This design comes from an exercise in tuning for small area, a short achievable clock period and few clock cycles per item on the open sky130 flow, not from production work.
In this exercise RTL edits were held to simulation tests only and were not proved equivalent to the original.

==> flow/design.v (excerpt) <==
module givens8_cordic
(
	input						clk,
	input						rst_n,
	input						start,
	input		[2:0]			index,
	input		[383:0]		data_in,
	output	[383:0]		data_out,
	output					done
);
	localparam [3:0] K_LAST = 4'd4;	 
	reg		[383:0]		r;			 
	reg		[7:0]			ysn;		 
	reg		[2:0]			idx [0:3];	 
	reg						done_r;
	reg		[3:0]			ka  [0:3];	 
	reg		[3:0]			busy;		 
	reg		[3:0]			pre;		 
	reg		[3:0]			rot;		 
	reg		[3:0]			scl;		 
	assign done = done_r;
	assign data_out = r;
	genvar i;
	wire [7:0] ymsb = ~ysn;
	wire [383:0] lane;
	generate for (i = 0; i < 8; i = i + 1) begin : g_lane
		wire [2:0] pi = idx[i/2];
		wire sgn = ymsb[pi];
		wire [3:0] kya = ka[i/2];
		wire signed [23:0] xv = r[24*i +: 24];
		wire signed [23:0] yv = r[192 + 24*i +: 24];
		wire [23:0] ax = pre[i/2] ? 24'd0 : xv;
		wire [23:0] ay = pre[i/2] ? 24'd0 : yv;
		wire [23:0] ysh = yv >>> kya;
		wire [23:0] xsh = xv >>> kya;
		add24 u_ax (.a(ax), .b(ysh ^ {24{sgn}}),  .ci(sgn),  .s(lane[24*i +: 24]));
		add24 u_ay (.a(ay), .b(xsh ^ {24{~sgn}}), .ci(~sgn), .s(lane[192 + 24*i +: 24]));
	end endgenerate
	wire [383:0] ring;
	generate for (i = 0; i < 4; i = i + 1) begin : g_ring
		wire [23:0] e0 = r[24*(2*i)       +: 24];
		wire [23:0] e1 = r[192 + 24*(2*i) +: 24];
		wire [23:0] e2 = r[24*(2*i+1)     +: 24];
		wire [23:0] e3 = r[192 + 24*(2*i+1) +: 24];
		wire [23:0] ps, pc;
		reg  [23:0] qs, qc;
		mulk_csa u_csa (.v(e3), .s(ps), .c(pc));
		always @(posedge clk) begin
			qs <= ps;
			qc <= pc;
		end
		add24 u_cpa (.a(qs), .b(qc), .ci(1'b0), .s(ring[24*(2*i) +: 24]));
		assign ring[192 + 24*(2*i) +: 24] = e0;
		assign ring[24*(2*i+1)     +: 24] = e1;
		assign ring[192 + 24*(2*i+1) +: 24] = e2;
  ...
Size: ~620 flip-flops, roughly 78000 um^2 of cells after synthesis.
Settings: LEC_CHECK=0, CAP_MARGIN=20, CORE_MARGIN=2, CORE_UTILIZATION=45, CTS_BUF_LIST=sky130_fd_sc_hd__clkbuf_8 sky130_fd_sc_hd__clkbuf_16, CTS_CLUSTER_DIAMETER=100, CTS_CLUSTER_SIZE=20, SLEW_MARGIN=65; clock period 20.0 ns.
standard.sh (not shown) runs the stock make flow with config.mk's settings and CLKGATE_MAP_FILE= SYNTH_SCRIPT=/design/flow/synth_recipe.tcl, a recipe that flattens the netlist after the stock synthesis.
==> flow/flow/run.sh <==
#!/bin/bash
# Standard synthesis (standard.sh synth, unchanged) and the standard ORFS
# layout, with changes only to the cells the layout steps may insert:
# - port buffers are buf_2 (buffer_ports -buffer_cell) instead of the
#   default delay buffer;
# - each layout step marks the delay buffers clkdlybuf4s* don't-use, so the
#   resizer's buffers are ordinary buffers.
set -euo pipefail
bash standard.sh synth > synth.log 2>&1
export BUFFER_PORTS_ARGS="-buffer_cell sky130_fd_sc_hd__buf_2"
H="$PWD/flow/dont_use.tcl"
for step in FLOORPLAN GLOBAL_PLACE RESIZE DETAIL_PLACE REPAIR_TIMING_POST_PLACE CTS GLOBAL_ROUTE DETAIL_ROUTE; do
  export PRE_${step}_TCL="$H"
done
bash standard.sh finish > layout.log 2>&1
==> flow/flow/dont_use.tcl <==
# Sourced at the start of each layout step: keep the resizer from picking the
# slow delay buffers (clkdlybuf4s*) for the buffers it inserts.
set_dont_use [get_lib_cells sky130_fd_sc_hd__clkdlybuf4s*]
Testbench counts at the start, summed over its fixed seeds: cycles 73,608, items 3,200.
Edit:
CORE_UTILIZATION = 40   (was 45)
CTS_CLUSTER_SIZE = 25   (was 20)
Result: The changed run finished with timing, DRC and antenna clean; critical path depth goes down by 1; synthesized area does not change; wire length came out higher by about 2%; clock skew is higher by 0.010 ns; sequential cell count is unchanged; cell area rises by 0.72%; global-route usage shrinks by 3.0 points; worst setup slack got worse by 0.088 ns.

[what the ideal ports hide]
How much do the figures lean on ideal ports? The routed layouts below were timed once more, with nothing changed but the port constraints.
Step 1 assumes that a clkbuf_16 drives the clock port and a buf_2 every other input.
Step 2 moves the port delays by t, midway between the first and last clock arrival at a register: inputs arrive t later, outputs are due t later. That takes back most of the time a late clock gives input paths.
Three values: ideal ports, drivers, drivers and shift; two values: the first two.
| run | t, ns | setup slack, ns | clock arrival spread, ns | pins driven straight from the clock port |
|---|---|---|---|---|
| the first run | 0.794 | 14.132 / 14.058 / 14.135 | 0.059 / 0.060 | 1 |
| the second run | 0.780 | 14.045 / 13.969 / 14.050 | 0.061 / 0.061 | 1 |
After both steps every run listed still meets setup and hold.
